From an optimization exercise on the open Yosys and OpenROAD flow, aimed at small area and a short achievable clock period; shortcuts taken in it are not production practice.
Where RTL was checked, it was by simulation tests only, not by an equivalence proof against the original.

==> run B: inputs <==
==> flow/design.v (excerpt) <==
module addmuladd_3_stage_signed_18_bit_xor_reduction(
	input signed [17:0] a,
	input signed [17:0] b,
	input signed [17:0] c,
	input signed [17:0] d,
	output [17:0] out,
	input clk);
clock: 10.0 ns
lec_check: 0
cap_margin: 20
core_margin: 2
core_utilization: 40
slew_margin: 20
run.sh (not shown) runs the stock make flow with config.mk's settings and CLKGATE_MAP_FILE= SYNTH_SCRIPT=/design/flow/synth_recipe.tcl, a recipe that flattens the netlist after the stock synthesis.
==> run K (differences from run B) <==
- ABC_AREA: unset -> 1
==> notes <==
Worst setup slack: run B is higher than run K (0.17 ns). Of run K and run B, run B has the higher final cell count (gap 2.8%, measured against run B). In run K the hold slack is better than in run B, by 0.0035 ns. In run B the die area is larger than in run K, by 8.9%. Of run B and run K, run B has the higher register-to-register slack (gap 0.42 ns).

---

==> inputs of v18 <==
addmuladd_3_stage_signed_18_bit_xor_reduction, a different RTL version from the one above (not shown whole).
Settings: LEC_CHECK=0, ABC_AREA=1, CAP_MARGIN=20, CORE_MARGIN=2, CORE_UTILIZATION=40, CTS_BUF_LIST=sky130_fd_sc_hd__clkbuf_4 sky130_fd_sc_hd__clkbuf_8, SLEW_MARGIN=20; clock period 10.0 ns.
standard.sh (not shown) runs the stock make flow with config.mk's settings and CLKGATE_MAP_FILE= SYNTH_SCRIPT=/design/flow/synth_recipe.tcl, a recipe that flattens the netlist after the stock synthesis.
==> flow/flow/run.sh <==
#!/bin/bash
# The standard layout (standard.sh), with these changes:
#  - after the standard synthesis, inverters around full-adder cells are removed by
#    flipping the polarity of full adders (invopt2.py); registers are not touched;
#  - ports are buffered with buf_1 cells (the resizer upsizes them where timing needs it);
#  - timing repair aims at a larger setup margin than the design's clock needs, so
#    the layout is optimised for the period it achieves.
set -euo pipefail
MARGIN=7.0
R=$PWD/orfs/results/sky130hd/addmuladd_3_stage_signed_18_bit_xor_reduction/base
bash standard.sh $R/1_2_yosys.v > synth.log 2>&1
cp $R/1_2_yosys.v $R/1_2_yosys_std.v
python3 flow/invopt2.py $R/1_2_yosys_std.v $R/1_2_yosys.v > invopt.log 2>&1
bash standard.sh SETUP_SLACK_MARGIN=$MARGIN "BUFFER_PORTS_ARGS=-buffer_cell sky130_fd_sc_hd__buf_1" finish > layout.log 2>&1
Other scripts of this flow, unchanged in this note and not shown: flow/flow/invopt2.py
==> v21 (differences from v18) <==
--- a/flow/design.v
+++ b/flow/design.v
@@ -52,17 +52,17 @@
 	reg [9:0] onen_r, twon_r, neg_r;
 	reg [17:0] c_r;
 	wire [2:0] pr8;
 	reg [2:0] pr8_r;
 	assign pr8[0] = (one[8] & b[0]) ^ neg[8];
-	assign pr8[1] = (((one[8] & b[1]) | (two[8] & b[0])) ^ neg[8]);
-	assign pr8[2] = (((one[8] & b[2]) | (two[8] & b[1])) ^ neg[8]);
+	assign pr8[1] = ((one[8] & b[1]) | (two[8] & b[0])) ^ neg[8];
+	assign pr8[2] = ((one[8] & b[2]) | (two[8] & b[1])) ^ neg[8];
 	wire [2:0] pr9;
 	reg [2:0] pr9_r;
 	assign pr9[0] = (one[9] & b[0]) ^ neg[9];
-	assign pr9[1] = (((one[9] & b[1]) | (two[9] & b[0])) ^ neg[9]);
-	assign pr9[2] = (((one[9] & b[2]) | (two[9] & b[1])) ^ neg[9]);
+	assign pr9[1] = ((one[9] & b[1]) | (two[9] & b[0])) ^ neg[9];
+	assign pr9[2] = ((one[9] & b[2]) | (two[9] & b[1])) ^ neg[9];
 	always @(posedge clk) begin
 		pr8_r <= pr8;
 		pr9_r <= pr9;
 		bn_r <= ~b;
 		onen_r <= ~one;
--- a/flow/flow/run.sh
+++ b/flow/flow/run.sh
@@ -4,11 +4,11 @@
 #    flipping the polarity of full adders (invopt2.py); registers are not touched;
 #  - ports are buffered with buf_1 cells (the resizer upsizes them where timing needs it);
 #  - timing repair aims at a larger setup margin than the design's clock needs, so
 #    the layout is optimised for the period it achieves.
 set -euo pipefail
-MARGIN=7.0
+MARGIN=6.9
 R=$PWD/orfs/results/sky130hd/addmuladd_3_stage_signed_18_bit_xor_reduction/base
 bash standard.sh $R/1_2_yosys.v > synth.log 2>&1
 cp $R/1_2_yosys.v $R/1_2_yosys_std.v
 python3 flow/invopt2.py $R/1_2_yosys_std.v $R/1_2_yosys.v > invopt.log 2>&1
 bash standard.sh SETUP_SLACK_MARGIN=$MARGIN "BUFFER_PORTS_ARGS=-buffer_cell sky130_fd_sc_hd__buf_1" finish > layout.log 2>&1
==> v5 (differences from v18) <==
--- a/flow/design.v
+++ b/flow/design.v
@@ -968,12 +968,12 @@
 	assign fc92 = (fc74 & fc76) | (fc74 & fs85) | (fc76 & fs85);
 	assign fs93 = fs87 ^ fs89 ^ fc78;
 	assign fc94 = (fs87 & fs89) | (fs87 & fc78) | (fs89 & fc78);
 	assign fs95 = fs91 ^ fc80 ^ fs93;
 	assign fc96 = (fs91 & fc80) | (fs91 & fs93) | (fc80 & fs93);
-	assign hs97 = q24 ^ q25;
-	assign hc98 = q24 & q25;
+	assign hs97 = fc82 ^ fs95;
+	assign hc98 = fc82 & fs95;
 	assign fs99 = c_r[13] ^ pp0_13 ^ pp1_11;
 	assign fc100 = (c_r[13] & pp0_13) | (c_r[13] & pp1_11) | (pp0_13 & pp1_11);
 	assign fs101 = pp2_9 ^ pp3_7 ^ pp4_5;
 	assign fc102 = (pp2_9 & pp3_7) | (pp2_9 & pp4_5) | (pp3_7 & pp4_5);
 	assign fs103 = pp5_3 ^ pp6_1 ^ fc86;
@@ -982,12 +982,12 @@
 	assign fc106 = (fc88 & fc90) | (fc88 & fs99) | (fc90 & fs99);
 	assign fs107 = fs101 ^ fc92 ^ fs103;
 	assign fc108 = (fs101 & fc92) | (fs101 & fs103) | (fc92 & fs103);
 	assign fs109 = fs105 ^ fc94 ^ fs107;
 	assign fc110 = (fs105 & fc94) | (fs105 & fs107) | (fc94 & fs107);
-	assign hs111 = q27 ^ q28;
-	assign hc112 = q27 & q28;
+	assign hs111 = fc96 ^ fs109;
+	assign hc112 = fc96 & fs109;
 	assign fs113 = c_r[14] ^ neg_r[7] ^ pp0_14;
 	assign fc114 = (c_r[14] & neg_r[7]) | (c_r[14] & pp0_14) | (neg_r[7] & pp0_14);
 	assign fs115 = pp1_12 ^ pp2_10 ^ pp3_8;
 	assign fc116 = (pp1_12 & pp2_10) | (pp1_12 & pp3_8) | (pp2_10 & pp3_8);
 	assign fs117 = pp4_6 ^ pp5_4 ^ pp6_2;
@@ -998,12 +998,12 @@
 	assign fc122 = (fs113 & fs115) | (fs113 & fs117) | (fs115 & fs117);
 	assign fs123 = fc104 ^ fc106 ^ fs119;
 	assign fc124 = (fc104 & fc106) | (fc104 & fs119) | (fc106 & fs119);
 	assign fs125 = fs121 ^ fc108 ^ fs123;
 	assign fc126 = (fs121 & fc108) | (fs121 & fs123) | (fc108 & fs123);
-	assign hs127 = q29 ^ q30;
-	assign hc128 = q29 & q30;
+	assign hs127 = fc110 ^ fs125;
+	assign hc128 = fc110 & fs125;
 	assign fs129 = c_r[15] ^ pp0_15 ^ pp1_13;
 	assign fc130 = (c_r[15] & pp0_15) | (c_r[15] & pp1_13) | (pp0_15 & pp1_13);
 	assign fs131 = pp2_11 ^ pp3_9 ^ pp4_7;
 	assign fc132 = (pp2_11 & pp3_9) | (pp2_11 & pp4_7) | (pp3_9 & pp4_7);
 	assign fs133 = pp5_5 ^ pp6_3 ^ pp7_1;
@@ -1014,12 +1014,12 @@
 	assign fc138 = (fs129 & fs131) | (fs129 & fs133) | (fs131 & fs133);
 	assign fs139 = fc120 ^ fc122 ^ fs135;
 	assign fc140 = (fc120 & fc122) | (fc120 & fs135) | (fc122 & fs135);
 	assign fs141 = fs137 ^ fc124 ^ fs139;
 	assign fc142 = (fs137 & fc124) | (fs137 & fs139) | (fc124 & fs139);
-	assign hs143 = q31 ^ q32;
-	assign hc144 = q31 & q32;
+	assign hs143 = fc126 ^ fs141;
+	assign hc144 = fc126 & fs141;
 	assign fs145 = c_r[16] ^ pr8_r[0] ^ neg_r[8];
 	assign fc146 = (c_r[16] & pr8_r[0]) | (c_r[16] & neg_r[8]) | (pr8_r[0] & neg_r[8]);
 	assign fs147 = pp0_16 ^ pp1_14 ^ pp2_12;
 	assign fc148 = (pp0_16 & pp1_14) | (pp0_16 & pp2_12) | (pp1_14 & pp2_12);
 	assign fs149 = pp3_10 ^ pp4_8 ^ pp5_6;
@@ -1032,12 +1032,12 @@
 	assign fc156 = (fs147 & fs149) | (fs147 & fs151) | (fs149 & fs151);
 	assign fs157 = fc136 ^ fc138 ^ fs153;
 	assign fc158 = (fc136 & fc138) | (fc136 & fs153) | (fc138 & fs153);
 	assign fs159 = fs155 ^ fc140 ^ fs157;
 	assign fc160 = (fs155 & fc140) | (fs155 & fs157) | (fc140 & fs157);
-	assign hs161 = q33 ^ q34;
-	assign hc162 = q33 & q34;
+	assign hs161 = fc142 ^ fs159;
+	assign hc162 = fc142 & fs159;
 	assign fs163 = ~(~c_r[17] ^ pr8_r[1]);
 	assign fc164 = ~c_r[17] | pr8_r[1];
 	assign fs165 = fs163 ^ fc146 ^ pp0_17;
 	assign fc166 = (fs163 & fc146) | (fs163 & pp0_17) | (fc146 & pp0_17);
 	assign fs167 = pp1_15 ^ pp2_13 ^ pp3_11;
@@ -1050,12 +1050,12 @@
 	assign fc174 = (fc152 & fs165) | (fc152 & fs167) | (fs165 & fs167);
 	assign fs175 = fs169 ^ fc154 ^ fs171;
 	assign fc176 = (fs169 & fc154) | (fs169 & fs171) | (fc154 & fs171);
 	assign fs177 = fc156 ^ fs173 ^ fc158;
 	assign fc178 = (fc156 & fs173) | (fc156 & fc158) | (fs173 & fc158);
-	assign fs179 = q35 ^ q36 ^ q37;
-	assign fc180 = (q35 & q36) | (q35 & q37) | (q36 & q37);
+	assign fs179 = q34 ^ q35 ^ q36;
+	assign fc180 = (q34 & q35) | (q34 & q36) | (q35 & q36);
 	assign fs181 = pr8_r[2] ^ pr9_r[0] ^ neg_r[9];
 	assign fc182 = (pr8_r[2] & pr9_r[0]) | (pr8_r[2] & neg_r[9]) | (pr9_r[0] & neg_r[9]);
 	assign fs183 = fc164 ^ pp0_18 ^ pp1_16;
 	assign fc184 = (fc164 & pp0_18) | (fc164 & pp1_16) | (pp0_18 & pp1_16);
 	assign fs185 = pp2_14 ^ pp3_12 ^ pp4_10;
@@ -1086,12 +1086,12 @@
 	assign fc210 = (fs201 & fs203) | (fs201 & fs205) | (fs203 & fs205);
 	assign fs211 = fc190 ^ fc192 ^ fs207;
 	assign fc212 = (fc190 & fc192) | (fc190 & fs207) | (fc192 & fs207);
 	assign fs213 = fs209 ^ fc194 ^ fs211;
 	assign fc214 = (fs209 & fc194) | (fs209 & fs211) | (fc194 & fs211);
-	assign hs215 = q41 ^ q42;
-	assign hc216 = q41 & q42;
+	assign hs215 = fc196 ^ fs213;
+	assign hc216 = fc196 & fs213;
 	assign fs217 = pr9_r[2] ^ pp1_18 ^ pp2_16;
 	assign fc218 = (pr9_r[2] & pp1_18) | (pr9_r[2] & pp2_16) | (pp1_18 & pp2_16);
 	assign fs219 = pp3_14 ^ pp4_12 ^ pp5_10;
 	assign fc220 = (pp3_14 & pp4_12) | (pp3_14 & pp5_10) | (pp4_12 & pp5_10);
 	assign fs221 = pp6_8 ^ pp7_6 ^ pp8_4;
@@ -1102,12 +1102,12 @@
 	assign fc226 = (fs217 & fs219) | (fs217 & fs221) | (fs219 & fs221);
 	assign fs227 = fc206 ^ fc208 ^ fs223;
 	assign fc228 = (fc206 & fc208) | (fc206 & fs223) | (fc208 & fs223);
 	assign fs229 = fs225 ^ fc210 ^ fc212;
 	assign fc230 = (fs225 & fc210) | (fs225 & fc212) | (fc210 & fc212);
-	assign fs231 = q43 ^ q44 ^ q45;
-	assign fc232 = (q43 & q44) | (q43 & q45) | (q44 & q45);
+	assign fs231 = q42 ^ q43 ^ q44;
+	assign fc232 = (q42 & q43) | (q42 & q44) | (q43 & q44);
 	assign fs233 = ~(pp2_17 ^ pp3_15);
 	assign fc234 = pp2_17 | pp3_15;
 	assign fs235 = pp4_13 ^ pp5_11 ^ pp6_9;
 	assign fc236 = (pp4_13 & pp5_11) | (pp4_13 & pp6_9) | (pp5_11 & pp6_9);
 	assign fs237 = pp7_7 ^ pp8_5 ^ pp9_3;
@@ -1118,12 +1118,12 @@
 	assign fc242 = (fc222 & fs235) | (fc222 & fs237) | (fs235 & fs237);
 	assign fs243 = fc224 ^ fc226 ^ fs239;
 	assign fc244 = (fc224 & fc226) | (fc224 & fs239) | (fc226 & fs239);
 	assign fs245 = fs241 ^ fc228 ^ fs243;
 	assign fc246 = (fs241 & fc228) | (fs241 & fs243) | (fc228 & fs243);
-	assign hs247 = q46 ^ q47;
-	assign hc248 = q46 & q47;
+	assign hs247 = fc230 ^ fs245;
+	assign hc248 = fc230 & fs245;
 	assign fs249 = pp2_18 ^ pp3_16 ^ pp4_14;
 	assign fc250 = (pp2_18 & pp3_16) | (pp2_18 & pp4_14) | (pp3_16 & pp4_14);
 	assign fs251 = pp5_12 ^ pp6_10 ^ pp7_8;
 	assign fc252 = (pp5_12 & pp6_10) | (pp5_12 & pp7_8) | (pp6_10 & pp7_8);
 	assign fs253 = pp8_6 ^ pp9_4 ^ fc234;
@@ -1132,12 +1132,12 @@
 	assign fc256 = (fc236 & fc238) | (fc236 & fs249) | (fc238 & fs249);
 	assign fs257 = fs251 ^ fs253 ^ fc240;
 	assign fc258 = (fs251 & fs253) | (fs251 & fc240) | (fs253 & fc240);
 	assign fs259 = fc242 ^ fs255 ^ fc244;
 	assign fc260 = (fc242 & fs255) | (fc242 & fc244) | (fs255 & fc244);
-	assign fs261 = q48 ^ q49 ^ q50;
-	assign fc262 = (q48 & q49) | (q48 & q50) | (q49 & q50);
+	assign fs261 = q47 ^ q48 ^ q49;
+	assign fc262 = (q47 & q48) | (q47 & q49) | (q48 & q49);
 	assign fs263 = ~(pp3_17 ^ pp4_15);
 	assign fc264 = pp3_17 | pp4_15;
 	assign fs265 = pp5_13 ^ pp6_11 ^ pp7_9;
 	assign fc266 = (pp5_13 & pp6_11) | (pp5_13 & pp7_9) | (pp6_11 & pp7_9);
 	assign fs267 = pp8_7 ^ pp9_5 ^ fs263;
@@ -1146,46 +1146,46 @@
 	assign fc270 = (fc250 & fc252) | (fc250 & fs265) | (fc252 & fs265);
 	assign fs271 = fc254 ^ fs267 ^ fc256;
 	assign fc272 = (fc254 & fs267) | (fc254 & fc256) | (fs267 & fc256);
 	assign fs273 = fs269 ^ fc258 ^ fs271;
 	assign fc274 = (fs269 & fc258) | (fs269 & fs271) | (fc258 & fs271);
-	assign hs275 = q51 ^ q52;
-	assign hc276 = q51 & q52;
+	assign hs275 = fc260 ^ fs273;
+	assign hc276 = fc260 & fs273;
 	assign fs277 = pp3_18 ^ pp4_16 ^ pp5_14;
 	assign fc278 = (pp3_18 & pp4_16) | (pp3_18 & pp5_14) | (pp4_16 & pp5_14);
 	assign fs279 = pp6_12 ^ pp7_10 ^ pp8_8;
 	assign fc280 = (pp6_12 & pp7_10) | (pp6_12 & pp8_8) | (pp7_10 & pp8_8);
 	assign fs281 = pp9_6 ^ fc264 ^ fc266;
 	assign fc282 = (pp9_6 & fc264) | (pp9_6 & fc266) | (fc264 & fc266);
 	assign fs283 = fs277 ^ fs279 ^ fc268;
 	assign fc284 = (fs277 & fs279) | (fs277 & fc268) | (fs279 & fc268);
 	assign fs285 = fc270 ^ fs281 ^ fs283;
 	assign fc286 = (fc270 & fs281) | (fc270 & fs283) | (fs281 & fs283);
-	assign fs287 = q53 ^ q54 ^ q55;
-	assign fc288 = (q53 & q54) | (q53 & q55) | (q54 & q55);
+	assign fs287 = q52 ^ q53 ^ q54;
+	assign fc288 = (q52 & q53) | (q52 & q54) | (q53 & q54);
 	assign fs289 = ~(pp4_17 ^ pp5_15);
 	assign fc290 = pp4_17 | pp5_15;
 	assign fs291 = pp6_13 ^ pp7_11 ^ pp8_9;
 	assign fc292 = (pp6_13 & pp7_11) | (pp6_13 & pp8_9) | (pp7_11 & pp8_9);
 	assign fs293 = pp9_7 ^ fs289 ^ fc278;
 	assign fc294 = (pp9_7 & fs289) | (pp9_7 & fc278) | (fs289 & fc278);
 	assign fs295 = fc280 ^ fs291 ^ fc282;
 	assign fc296 = (fc280 & fs291) | (fc280 & fc282) | (fs291 & fc282);
 	assign fs297 = fs293 ^ fc284 ^ fs295;
 	assign fc298 = (fs293 & fc284) | (fs293 & fs295) | (fc284 & fs295);
-	assign hs299 = q56 ^ q57;
-	assign hc300 = q56 & q57;
+	assign hs299 = fc286 ^ fs297;
+	assign hc300 = fc286 & fs297;
 	assign fs301 = pp4_18 ^ pp5_16 ^ pp6_14;
 	assign fc302 = (pp4_18 & pp5_16) | (pp4_18 & pp6_14) | (pp5_16 & pp6_14);
 	assign fs303 = pp7_12 ^ pp8_10 ^ pp9_8;
 	assign fc304 = (pp7_12 & pp8_10) | (pp7_12 & pp9_8) | (pp8_10 & pp9_8);
 	assign fs305 = fc290 ^ fc292 ^ fs301;
 	assign fc306 = (fc290 & fc292) | (fc290 & fs301) | (fc292 & fs301);
 	assign fs307 = fs303 ^ fc294 ^ fs305;
 	assign fc308 = (fs303 & fc294) | (fs303 & fs305) | (fc294 & fs305);
-	assign fs309 = q58 ^ q59 ^ q60;
-	assign fc310 = (q58 & q59) | (q58 & q60) | (q59 & q60);
+	assign fs309 = q57 ^ q58 ^ q59;
+	assign fc310 = (q57 & q58) | (q57 & q59) | (q58 & q59);
 	assign fs311 = ~(pp5_17 ^ pp6_15);
 	assign fc312 = pp5_17 | pp6_15;
 	assign fs313 = pp7_13 ^ pp8_11 ^ pp9_9;
 	assign fc314 = (pp7_13 & pp8_11) | (pp7_13 & pp9_9) | (pp8_11 & pp9_9);
 	assign fs315 = fs311 ^ fc302 ^ fc304;
@@ -1233,14 +1233,14 @@
 	assign fs357 = pp8_18 ^ pp9_16 ^ fc354;
 	assign fc358 = (pp8_18 & pp9_16) | (pp8_18 & fc354) | (pp9_16 & fc354);
 	assign hs359 = pp9_17 ^ fc358;
 	assign hc360 = pp9_17 & fc358;
 	always @(posedge clk) begin
-		q_r <= {hs359, fs357, hc356, hs355, fc352, fs351, hc348, hs347, fc342, fs341, hc336, hs335, fc328, fs327, hc320, hs319, fc298, fs307, fc296, fs297, fc286, fc274, fs285, fc272, fs273, fc260, fs259, fc246, fs257, fs245, fc230, fs229, fc214, fs227, fs213, fc196, fs195, fc178, fs193, fs177, fc160, fs175, fs159, fc142, fs141, fc126, fs125, fc110, fs109, fc96, hc84, fs95, fc82, hs83, fs81, hs71, hc60, hs59, hc50, hs49, fs47, hs39, fs37, hs31, fs29, hs23, fs21, hs17, fs15, hs11, fs9, hs7, fs5, hs3, pp0_1, hs1, pp0_0};
+		q_r <= {hs359, fs357, hc356, hs355, fc352, fs351, hc348, hs347, fc342, fs341, hc336, hs335, fc328, fs327, hc320, hs319, hc300, fc298, fs307, fc296, hs299, hc276, fc274, fs285, fc272, hs275, hc248, fs259, fc246, fs257, hs247, hc216, fs229, fc214, fs227, hs215, fs195, fc178, fs193, hc162, fs177, fc160, fs175, hs161, hc144, hs143, hc128, hs127, hc112, hs111, hc98, hs97, hc84, hs83, fs81, hs71, hc60, hs59, hc50, hs49, fs47, hs39, fs37, hs31, fs29, hs23, fs21, hs17, fs15, hs11, fs9, hs7, fs5, hs3, pp0_1, hs1, pp0_0};
 	end
-	wire [35:0] x = {1'b1, q74, q72, q70, q68, q66, q64, q62, fc310, hc300, fc288, hc276, fc262, hc248, fc232, hc216, fc198, fc180, hc162, hc144, hc128, hc112, hc98, q26, q22, q20, q18, q16, q14, q12, q10, q8, q6, q4, q2, q0};
-	wire [35:0] y = {q76, q75, q73, q71, q69, q67, q65, q63, q61, fs309, hs299, fs287, hs275, fs261, hs247, fs231, hs215, fs197, fs179, hs161, hs143, hs127, hs111, hs97, q23, q21, q19, q17, q15, q13, q11, q9, q7, q5, q3, q1};
+	wire [35:0] x = {1'b1, q74, q72, q70, q68, q66, q64, q62, fc310, q60, fc288, q55, fc262, q50, fc232, q45, fc198, fc180, q37, q32, q30, q28, q26, q24, q22, q20, q18, q16, q14, q12, q10, q8, q6, q4, q2, q0};
+	wire [35:0] y = {q76, q75, q73, q71, q69, q67, q65, q63, q61, fs309, q56, fs287, q51, fs261, q46, fs231, q41, fs197, fs179, q33, q31, q29, q27, q25, q23, q21, q19, q17, q15, q13, q11, q9, q7, q5, q3, q1};
 	wire [35:0] qg = x & y, qp = x ^ y;
 	wire qG0_0 = qg[0], qP0_0 = qp[0];
 	wire qG0_1 = qg[1] | (qp[1] & qG0_0), qP0_1 = qp[1] & qP0_0;
 	wire qG0_2 = qg[2] | (qp[2] & qG0_1), qP0_2 = qp[2] & qP0_1;
 	wire qG0_3 = qg[3] | (qp[3] & qG0_2), qP0_3 = qp[3] & qP0_2;
--- a/flow/flow/run.sh
+++ b/flow/flow/run.sh
@@ -4,11 +4,11 @@
 #    flipping the polarity of full adders (invopt2.py); registers are not touched;
 #  - ports are buffered with buf_1 cells (the resizer upsizes them where timing needs it);
 #  - timing repair aims at a larger setup margin than the design's clock needs, so
 #    the layout is optimised for the period it achieves.
 set -euo pipefail
-MARGIN=7.0
+MARGIN=6.9
 R=$PWD/orfs/results/sky130hd/addmuladd_3_stage_signed_18_bit_xor_reduction/base
 bash standard.sh $R/1_2_yosys.v > synth.log 2>&1
 cp $R/1_2_yosys.v $R/1_2_yosys_std.v
 python3 flow/invopt2.py $R/1_2_yosys_std.v $R/1_2_yosys.v > invopt.log 2>&1
 bash standard.sh SETUP_SLACK_MARGIN=$MARGIN "BUFFER_PORTS_ARGS=-buffer_cell sky130_fd_sc_hd__buf_1" finish > layout.log 2>&1
==> v11 (differences from v18) <==
--- a/flow/design.v
+++ b/flow/design.v
@@ -1325,12 +1325,11 @@
 	wire qk18 = qk13 | (qkp13 & qk9);
 	wire qk19 = qk14 | (qkp14 & qk10);
 	wire qk20 = qk15 | (qkp15 & qk11);
 	wire qkp20 = qkp15 & qkp11;
 	wire qk21 = qk20 | (qkp20 & qG0_3);
-	reg [1:0] par_r;
+	reg [0:0] par_r;
 	always @(posedge clk) begin
-		par_r[0] <= (qG0_3 & qhd_1) ^ (qk9 & qhd_3) ^ (qk16 & qhd_5) ^ (qk18 & qhd_7) ^ qp[0] ^ qp[1] ^ qp[2] ^ qp[3] ^ qp[4] ^ qp[5] ^ qp[6] ^ qp[7] ^ qp[8] ^ qp[9] ^ qp[10] ^ qp[11] ^ qp[12] ^ qp[13] ^ qp[14] ^ qp[15] ^ qp[16] ^ qp[17] ^ qp[18] ^ qp[19] ^ qp[20] ^ qp[21] ^ qp[22];
-		par_r[1] <= (qk1 & qhd_2) ^ (qk10 & qhd_4) ^ (qk17 & qhd_6) ^ (qk19 & qhd_8) ^ qp[23] ^ qp[24] ^ qp[25] ^ qp[26] ^ qp[27] ^ qp[28] ^ qp[29] ^ qp[30] ^ qp[31] ^ qp[32] ^ qp[33] ^ qp[34] ^ qp[35] ^ qh0_0 ^ qh0_1 ^ qh0_2 ^ qh0_3 ^ qh0_4 ^ qh0_5 ^ qh0_6 ^ qh0_7 ^ qh0_8;
+		par_r[0] <= (qG0_3 & qhd_1) ^ (qk1 & qhd_2) ^ (qk9 & qhd_3) ^ (qk10 & qhd_4) ^ (qk16 & qhd_5) ^ (qk17 & qhd_6) ^ (qk18 & qhd_7) ^ (qk19 & qhd_8) ^ qp[0] ^ qp[1] ^ qp[2] ^ qp[3] ^ qp[4] ^ qp[5] ^ qp[6] ^ qp[7] ^ qp[8] ^ qp[9] ^ qp[10] ^ qp[11] ^ qp[12] ^ qp[13] ^ qp[14] ^ qp[15] ^ qp[16] ^ qp[17] ^ qp[18] ^ qp[19] ^ qp[20] ^ qp[21] ^ qp[22] ^ qp[23] ^ qp[24] ^ qp[25] ^ qp[26] ^ qp[27] ^ qp[28] ^ qp[29] ^ qp[30] ^ qp[31] ^ qp[32] ^ qp[33] ^ qp[34] ^ qp[35] ^ qh0_0 ^ qh0_1 ^ qh0_2 ^ qh0_3 ^ qh0_4 ^ qh0_5 ^ qh0_6 ^ qh0_7 ^ qh0_8;
 	end
 	assign out = {17'd0, ^par_r};
 endmodule
--- a/flow/flow/run.sh
+++ b/flow/flow/run.sh
@@ -4,11 +4,11 @@
 #    flipping the polarity of full adders (invopt2.py); registers are not touched;
 #  - ports are buffered with buf_1 cells (the resizer upsizes them where timing needs it);
 #  - timing repair aims at a larger setup margin than the design's clock needs, so
 #    the layout is optimised for the period it achieves.
 set -euo pipefail
-MARGIN=7.0
+MARGIN=6.9
 R=$PWD/orfs/results/sky130hd/addmuladd_3_stage_signed_18_bit_xor_reduction/base
 bash standard.sh $R/1_2_yosys.v > synth.log 2>&1
 cp $R/1_2_yosys.v $R/1_2_yosys_std.v
 python3 flow/invopt2.py $R/1_2_yosys_std.v $R/1_2_yosys.v > invopt.log 2>&1
 bash standard.sh SETUP_SLACK_MARGIN=$MARGIN "BUFFER_PORTS_ARGS=-buffer_cell sky130_fd_sc_hd__buf_1" finish > layout.log 2>&1
==> impl_metrics.ini <==
[outcome]
outcome = complete, no violations

[placement]
dp_cells = 1840

[critical_path]
cp_slowest_stage_delay_ns = 0.63

[floorplan]
die_width_um = 183

[route]
first_pass_iters = 5
(the above is from v11)
==> impl_metrics.ini <==
[route]
first_pass_iters = 8

[outcome]
outcome = complete, no violations

[placement]
dp_cells = 1806

[critical_path]
cp_slowest_stage_delay_ns = 0.32

[floorplan]
die_width_um = 183
(the above is from v21)
==> impl_metrics.ini <==
[outcome]
outcome = complete, no violations

[placement]
dp_cells = 1802

[route]
first_pass_iters = 5

[final_layout]
num-fill-cells = 3021

[floorplan]
die_width_um = 183
(the above is from v18)
==> impl_metrics.ini <==
[outcome]
outcome = complete, no violations

[final_layout]
area_delta_synth_final_pct = 18.4
seq_cells = 150

[route]
met3WireLength_mm = 3.34
first_pass_iters = 6

[critical_path]
cp_slowest_stage_delay_ns = 0.51
criticalPathCategory = reg2reg

[floorplan]
die_width_um = 184

[placement]
dp_cells = 1829
(the above is from v5)
Function not checked in v21, v5 and v11: the RTL went through the layout flow alone.

==> afterwards: timing with drivers on the ports <==
The flow's constraints put no driver on any port. The routed layouts listed below were extracted and timed again, unchanged, in two steps. Step 1: set_driving_cell puts a clkbuf_16 on clk and a buf_2 on each other input, an assumption about the parent block. Step 2 adds t to the input delays and takes it off the output delays; t is the mean of the earliest and latest rising clock arrival at the registers after step 1. Input paths then give back, and output paths get back, about the clock's delay inside the block. Three values: no drivers, after step 1, after step 2; two values: the first two.
| run | t, ns | setup slack, ns | worst setup path after step 2 | pins driven straight from the clock port |
|---|---|---|---|---|
| run B | 0.488 | 4.837 / 4.863 / 4.374 | input to register | 1 |
| run K | 0.490 | 4.664 / 4.664 / 4.664 | register to register | 1 |
| v18 | 0.514 | 6.926 / 6.883 / 6.603 | input to register | 1 |
| v21 | 0.528 | 6.924 / 6.880 / 6.567 | input to register | 1 |
| v5 | 0.516 | 6.840 / 6.840 / 6.527 | input to register | 1 |
| v11 | 0.499 | 6.971 / 6.971 / 6.597 | input to register | 1 |
After both steps setup and hold are still met in every run listed. For run B, which loses most, drivers alone change the setup slack by +0.026 ns; drivers and shift together by -0.463 ns.
